Context: an optimization exercise on an open-source flow, tuned for small area, a short achievable clock period and few clock cycles. The choices shown serve that exercise and are no tape-out recipe.
Only simulation tests tie the RTL to the original design; equivalence was not proved.
Power is estimated from default activity; no workload was simulated.

==> design.v <==
module CPU (
	input signed [15:0] Mem_Data ,
	input clk ,
	input rst ,  
	output reg halt ,  
	output reg [6:0] Mem_Address ,
	output reg rd , wr, 
	output reg signed[15:0] Data_Out ,
	output reg fZ,
	output reg fO,
	output reg fN,
	output reg fC  
	);
reg signed [15:0] AC;  
reg [6:0] PC;   
reg [15:0] IR;  
reg [6:0] MAR;  
reg signed [15:0] MBR;  
reg [4:0] state;  
parameter Load = 1, Store = 2, ADD = 3, Sub = 4, Mul = 5, Div = 6, Branch = 7, BRZ = 8, Halt = 15;
reg [15:0] tempResult;
wire signed [15:0] quotM = AC / MBR;
wire [15:0] quotI = AC / IR[10:0];
always @(posedge clk) 
    begin
	if (rst) begin  
	PC <= 0;
	AC <= 0;
	state = 0;
	fZ = 0;
	fO = 0;
	fN = 0;
	fC = 0;
	rd = 0;
	wr = 0;
	halt <= 0;
	tempResult <= 0;
	end
	else
	case(state)
		0: begin 
			MAR <= PC ;
			state = 1 ;
		   end	
		1: begin
		    Mem_Address<= MAR[6:0];
		    rd = 1 ;
		    wr = 0 ;
			PC <= PC + 1 ;  
			state = 2;	
		   end
		2: state = 3; 
        3: begin 
		    MBR<= Mem_Data ;
		    state = 4;
		   end
		4: begin 
		    IR = MBR;
		    state = 5;
		   end
		5: begin
			if(IR[15:12]!=Store && IR[15:12]!=Branch && IR[15:12]!=BRZ && IR[11]!=0 )
                begin
                 MAR <= IR[6:0] ;
                 state = 6;
                end
		    else 
		        state = 8;	
		   end
		6: begin
		    Mem_Address<= MAR;
		    rd = 1;
		    wr = 0;
		    state = 7;
		   end
		7: state = 8;
		8: begin
            if(IR[15:12] == Store)
                begin 
                 MBR<= AC;
                 MAR <= IR[6:0];
                end
		    else if(IR[15:12]!=Store && IR[15:12]!=Branch && IR[15:12]!=BRZ)
		        MBR<= Mem_Data ;
		    state = 9;
		   end
		9: begin
            state = 0;  
            if(IR[15:12] == Load)
                begin
                 AC <= MBR;
                end
            else if(IR[15:12] == Store)
                begin
                 Mem_Address<= MAR[6:0];
                 Data_Out <= AC;
                 rd= 0 ; 
                 wr = 1;
                end
            else if(IR[15:12] == ADD)
                begin
                if(IR[11]==1)
                    begin
                     if(MBR> 0 && AC>0)   
                        begin
                         {fC , AC} <= AC + MBR;  
                         if (AC <= 0)
                             fO = 1 ;
                        end
                    else if(MBR < 0 && AC < 0)
                        begin 
                        {fC , AC} <= AC + MBR;  
                        if (AC>=0)
                            fO = 1 ;
                        end
                    else 
                        {fC , AC} <= AC + MBR;  
                    if(AC == 0)  
                        fZ = 1;
                    else 
						fZ=0;
                    if(AC < 0)  
                        fN = 1;
                    end
                else
                    begin
                        if(IR[10:0]> 0 && AC>0)
                            begin   
                                {fC , AC} <= AC + IR[10:0];  
                                if (AC<=0)
                                    fO = 1 ;
                            end
                        else if(IR[10:0]< 0 && AC<0)
                            begin 
                                {fC , AC} <= AC + IR[10:0];  
                                if (AC>=0)
                                    fO = 1 ;
                            end
                        else 
                            {fC , AC} <= AC + IR[10:0];  
                        if(AC == 0)  
                        fZ = 1;
                        else 
						fZ=0;
                        if(AC < 0)  
                        fN = 1;  
                        else 
								fN=0;   
                    end
                end
            else if(IR[15:12] == Sub)
                begin
                    if(IR[11] == 1)
                        begin
                            if(MBR< 0 && AC>0)
                                begin   
                                    {fC , AC} <= AC - MBR; 
                                    if (AC <= 0)
                                        fO = 1;
                                end
                            else if(MBR> 0 && AC<0)
                                begin 
                                    {fC , AC} <= AC - MBR;  
                                    if (AC >= 0)
                                        fO = 1;
                                end
                            else 
                                {fC , AC} <= AC - MBR; 
                            if(AC == 0)  
                            fZ = 1;
                            else 
								fZ=0;
                            if(AC < 0) 
                            fN = 1;
                            else 
								fN=0;
                        end
                    else 
                        begin
                            if(IR[10:0] < 0 && AC > 0)
                                begin   
                                    {fC , AC} <= AC - IR[10:0]; 
                                    if (AC <= 0)
                                        fO = 1; 
                                end
                            else if(IR[10:0] > 0 && AC < 0)
                                begin 
                                    {fC , AC} <= AC - IR[10:0];  
                                    if (AC >= 0)
                                        fO = 1;
                                end
                            else 
                                {fC , AC} <= AC - IR[10:0];  
                            if(AC == 0)  
                                fZ = 1;
                            else 
								fZ=0;
                            if(AC < 0)  
                                fN = 1;
                            else 
								fN=0;
                        end
                end
            else if(IR[15:12] == Mul)
                begin
                    if(IR[11] == 1)
                        begin
                            {tempResult , AC} <= AC * MBR;	 
                            if({tempResult , AC} != AC)
                                fO = 1;
                            if(AC == 0)  
                                fZ = 1;
                            else 
								fZ=0;
                            if(AC < 0) 
                                fN = 1;
                            else 
								fN=0;    
                        end
                    else 
                        begin
                            {tempResult , AC} <= AC *  IR[10:0];	 
                            if({tempResult , AC} != AC)
                                fO = 1;
                            if(AC == 0)  
                                fZ = 1;
                            else 
								fZ=0;
                            if(AC < 0)  
                                fN = 1;
                            else 
								fN=0;
                        end
                end
            else if(IR[15:12] == Div)
                begin
                    if(IR[11] == 1)
                        begin
                            AC <= (MBR == 0) ? 16'hFFFF : quotM;
                            if(AC == 0)
                                fZ = 1;
                             else 
								fZ=0;
                             if(AC < 0)  
                                fN = 1;
                            else 
								fN=0;    
                        end
                    else 
                        begin
                            AC <= (IR[10:0] == 0) ? 16'hFFFF : quotI;
                            if(AC == 0)  
                                fZ = 1;
                             else 
								fZ=0;
                            if(AC < 0)  
                                fN = 1;
                            else 
								fN=0;    
                        end
                end
            else if(IR[15:12] == Branch)
                begin
                    PC <= IR[6:0];
                end
            else if(IR[15:12] == BRZ)
                begin
                    if(fZ == 1)
                        PC <= IR[6:0];
                end     
            else if(IR[15:12] == Halt)
                begin
                    halt <= 1;
                    state = 10;
                end
           end
		10: state = 10;
    endcase
	end
endmodule	
==> run.sh <==
#!/bin/bash
# synth_recipe.tcl (not shown) runs the flow's synth.tcl, then flattens the netlist and writes it again
# the make line also repeats each setting of config.mk as NAME=value (left out here)
make -C /OpenROAD-flow-scripts/flow DESIGN_CONFIG=/design/flow/config.mk WORK_HOME=/design/flow/orfs CLKGATE_MAP_FILE= SYNTH_SCRIPT=/design/flow/synth_recipe.tcl finish
==> config.mk <==
export PLATFORM = sky130hd
export DESIGN_NAME = CPU
export DESIGN_NICKNAME = CPU
export VERILOG_FILES = /design/flow/design.v
export SDC_FILE = /design/flow/constraint.sdc
export NUM_CORES = 4
export LEC_CHECK = 0
export CAP_MARGIN = 20
export CORE_MARGIN = 2
export CORE_UTILIZATION = 40
export SLEW_MARGIN = 20
==> constraint.sdc <==
create_clock -name core_clock -period 40.0 [get_ports {clk}]
set_input_delay 8.0000 -clock core_clock [delete_from_list [all_inputs] [get_ports {clk}]]
set_output_delay 8.0000 -clock core_clock [all_outputs]
set_load 0.01 [all_outputs]
==> metrics.cfg <==
[yosys]
synth_fp_nets = 5311
syn_area_per_cell_sq_um = 8.029
synth_cell_types = 87
ys_ff_latch = 112
synth-seq-area-share_pct = 8.040
netlist_instances = 4435
synth-edff-count = 62
synth.yosys.warnings = 1
async_flop_share_pct = 0
syn-cell-area_sq_um = 35610
synth_flop_cell = edfxtp_1

[power]
power.leakage_nw = 18.21
p_comb_share_pct = 19.3
vdd_drop_max_v = 0.00002035
switchingPower_mw = 0.09440
p_sw_share_pct = 33.10
p_int_mw = 0.1908
finalPower_mw = 0.2852
p_per_area_nw_per_um2 = 7.525
pwr-share-clk_pct = 37.0
p_seq_share_pct = 43.7

[timing]
fin_skew_ns = 0.02143
worstMarginPinSlew_ns = 1.102
setup_ws_ns = 2.929
rsz0062_at_grt = no
tns_ns = 0
whs_ns = 0.4243
post-route-period-util_pct = 92.68
slew_violations = 0
final_hold_viol_count = 0
max_slew_margin_pct = 26.55
setup_viol = 0
timing.final.crit_period_ns = 37.07
fmax_ghz = 0.02698

[critical_path]
crit_path_max_incr_delay_ns = 0.84
r2r-end = AC[11]$_SDFFE_PP0P_
path_class = reg2reg
r2r_slack_ns = 2.93
worst_path_max_delay_cell = o41ai_1
reg2reg_from = MBR[1]$_DFFE_PP_
crit_arrival_ns = 37.34
critPathTopFamily = compound AO/OA/AOI/OAI gates
critPathMostFrequentCell = o21a_1
start_kind = register
ff2ff_path_depth = 148
cp.required_ns = 40.27
cp-end-kind = register
cp.buffers_inverters = 7
critPathMaxFanout = 25

[place]
dpl.hpwl_um = 91650
portBuffers = 47
place_congestion = 0.9808
place_ws_ns = 3.137

[clock_network]
clk-insertion-delay-late_ns = 0.41
cts_setup_buffers = 0
clkTransAtPathRegs_ns = 0.10
cts_buffers = 9
cts-root-buf = clkbuf_16
hold_buffers = 0
cts_tree = yes
htreeDepth = 3
clock-sinks = 112
cts_buffer_depth = 2

[grt]
grt_pass1_vias = 31470
grt_antenna_before_repair = 0
globalRouteMet3Util_pct = 4.489
busiest_layer = met2
grt_max_degree = 56
grt_use_met2_pct = 42.03
grt_pass1_wl_um = 187400
grt_overflow_total = 0
grt_use_met1_pct = 37.13
track_usage_pct = 26.63

[route]
wl_um = 120200
vias_per_cell = 5.782
first_pass_iters = 7
drc = 0
wire_per_inst_um = 21.62
first_iter_violations = 3031
vias = 32140
postRouteAntennaNets = 0

[floorplanning]
start_util_pct = 40.35
die_y_um = 302.4
ioPinCount = 48
coreArea_sq_um = 88240
die_area_sq_um = 91420
die_w_um = 302.4
rows = 109

[finish]
syn_to_final_growth_pct = 6.423
drive_gt1_share_pct = 6.284
final_nets = 5263

[status]
status = finished clean

[flow_run]
drv_cap = 0

[min_path]
min-delay-start = MAR[6]$_DFFE_PP_
hold_path_depth = 0
hp-class = reg2reg
min_to = Mem_Address[6]$_DFFE_PP_

-- final cells by class --
class | count | area, sq um
fillers | 8939 | 50340
clock buffers | 9 | 225.2
repair buffers | 141 | 1171
inverters | 529 | 1986
multi-input cells | 3594 | 30080
well taps | 1165 | 1458
flip-flops and latches | 112 | 2875
clock inverters | 7 | 93.84
diodes | 1 | 2.502
-- logic make-up (layout without fill, tap and decap cells) --
group,count (synthesis),in the layout,synth area share (%)
other cells,0,1,0
simple gates,1424,1424,18.74
mux,110,110,3.373
compound gates,963,963,17.86
buf+inv,729,686,7.720
flops,112,112,8.040
xor+xnor,238,238,5.854
fa+ha+maj,859,859,38.42
-- sequential cells by signal, indices dropped and copies added (netlist names), 4 cells and up --
signal       cells
PC               7
tempResult      16
AC              16
IR              16
Data_Out        16
MAR              7
state            4
MBR             16
Mem_Address      7
-- cell usage in the layout, fill, tap and decap left out, types with 40 or more instances in the layout --
cell and count:
a21o_1 63, a21oi_1 226, a31oi_1 46, and2_1 101, buf_4 94, clkdlybuf4s50_1 46, dfxtp_1 40, edfxtp_1 62
fa_1 391, ha_1 467, inv_1 521, mux2_2 80, nand2_1 455, nand2b_1 46, nand3_1 76, nor2_1 366
nor3_1 148, o211ai_1 41, o21a_1 98, o21ai_0 196, or3_1 60, xnor2_1 163, xor2_1 73
-- worst max path at each step --
stage | endpoint | start | depth (start not counted) | slack [ns]
after CTS | AC[8]$_SDFFE_PP0P_ | MBR[1]$_DFFE_PP_ | 149 | 2.97
after floorplan | AC[12]$_SDFFE_PP0P_ | MBR[0]$_DFFE_PP_ | 159 | 5.86
after global placement | AC[11]$_SDFFE_PP0P_ | MBR[1]$_DFFE_PP_ | 148 | 4.00
after detailed placement | AC[8]$_SDFFE_PP0P_ | MBR[1]$_DFFE_PP_ | 149 | 3.14
final | AC[11]$_SDFFE_PP0P_ | MBR[1]$_DFFE_PP_ | 148 | 2.93
after global routing | AC[8]$_SDFFE_PP0P_ | MBR[0]$_DFFE_PP_ | 153 | 0.08
-- per-layer routing --
layer  part of all wire, %  vias up
li1                      -    15100
met1                    45    15610
met2                    44     1198
met3                   7.7      236
met4                   3.6        0
met5                     0        -
-- per-stage QoR --
step | area (sq um) | cells | utilization [%]
floorplan | 35610 | 4435 | -
global placement | 37550 | 5541 | 42.56
detailed placement | 37550 | 5541 | 42.56
CTS | 37870 | 5557 | 42.92
global route | 37890 | 5557 | 42.94
finish | 37900 | 5558 | 42.95
-- worst register-to-register path, delay by kind of cell, from the launching register on --
kind                     cells  cell delay [ns]
multiplexers                 8             2.60
XOR/XNOR                     2             0.54
AO/OA/AOI/OAI               91            21.21
flip-flops                   1             0.37
AND/OR/NAND/NOR             24             6.30
adder cells (fa/ha/maj)     16             4.42
buffers and inverters        7             1.52
-- cell usage after synthesis, drive strengths merged (10+ instances only) --
library cell	number	area share, %
a211o	10	0.25
a211oi	33	0.72
a21boi	20	0.42
a21o	63	1.3
a21oi	228	3.2
a221oi	10	0.25
a22oi	10	0.21
a31oi	47	0.83
and2	103	1.8
and3	27	0.47
buf	23	0.28
clkbuf	177	1.9
dfxtp	50	2.8
edfxtp	62	5.2
fa	391	22
ha	467	16
inv	521	5.5
mux2	80	2.5
mux2i	30	0.84
nand2	456	4.8
nand2b	46	0.81
nand3	77	1.1
nand4	12	0.21
nor2	368	3.9
nor2b	34	0.60
nor3	151	2.1
nor4	15	0.26
o2111ai	10	0.25
o211ai	41	0.86
o21a	98	2.1
o21ai	202	2.8
o21bai	19	0.40
o221ai	11	0.27
o22ai	13	0.23
o311ai	12	0.30
o31a	10	0.25
o31ai	37	0.79
o41ai	12	0.30
or2	28	0.49
or3	60	1.1
or4	11	0.25
xnor2	165	4.1
xor2	73	1.8
-- power by group through the flow --
stage	Combinational, mW	Clock (mW)	Sequential, mW
6_report	0.0551	0.106	0.125
5_1_grt	0.0606	0.109	0.125
4_1_cts	0.0543	0.107	0.124
3_5_place_dp	0.0540	0	0.127
3_3_place_gp	0.0537	0	0.127
2_1_floorplan	0.0372	0	0.127
-- repair_timing --
action | 4_1_cts | 5_1_grt
resized for setup | 0 | 3
hold endpoints to repair | 0 | 0
endpoints found under the setup margin | 0 | 12
Testbench counts, summed over its fixed seeds: cycles 381,226.

-- separate check: timing with driven ports --
The flow's constraints put no driver on any port. The routed layout listed below was extracted and timed again, unchanged, in two steps. Step 1 assumes that a clkbuf_16 drives the clock port and a buf_2 every other input. Step 2 moves the port delays by t, midway between the first and last clock arrival at a register: inputs arrive t later, outputs are due t later. That takes back most of the time a late clock gives input paths. a / b / c = ideal / step 1 / step 2; a / b = the first two.
shift t [ns]: 0.451
setup WS [ns]: 2.929 / 2.929 / 2.929
hold slack, ns: 0.424 / 0.424 / 0.424
slew at the worst register clock pin (ns): 0.10 / 0.10
cell pins on the clock port's net: 1
After both steps setup and hold are still met in this run. For this run, drivers alone change the setup slack by 0.000 ns; drivers and shift together by 0.000 ns.
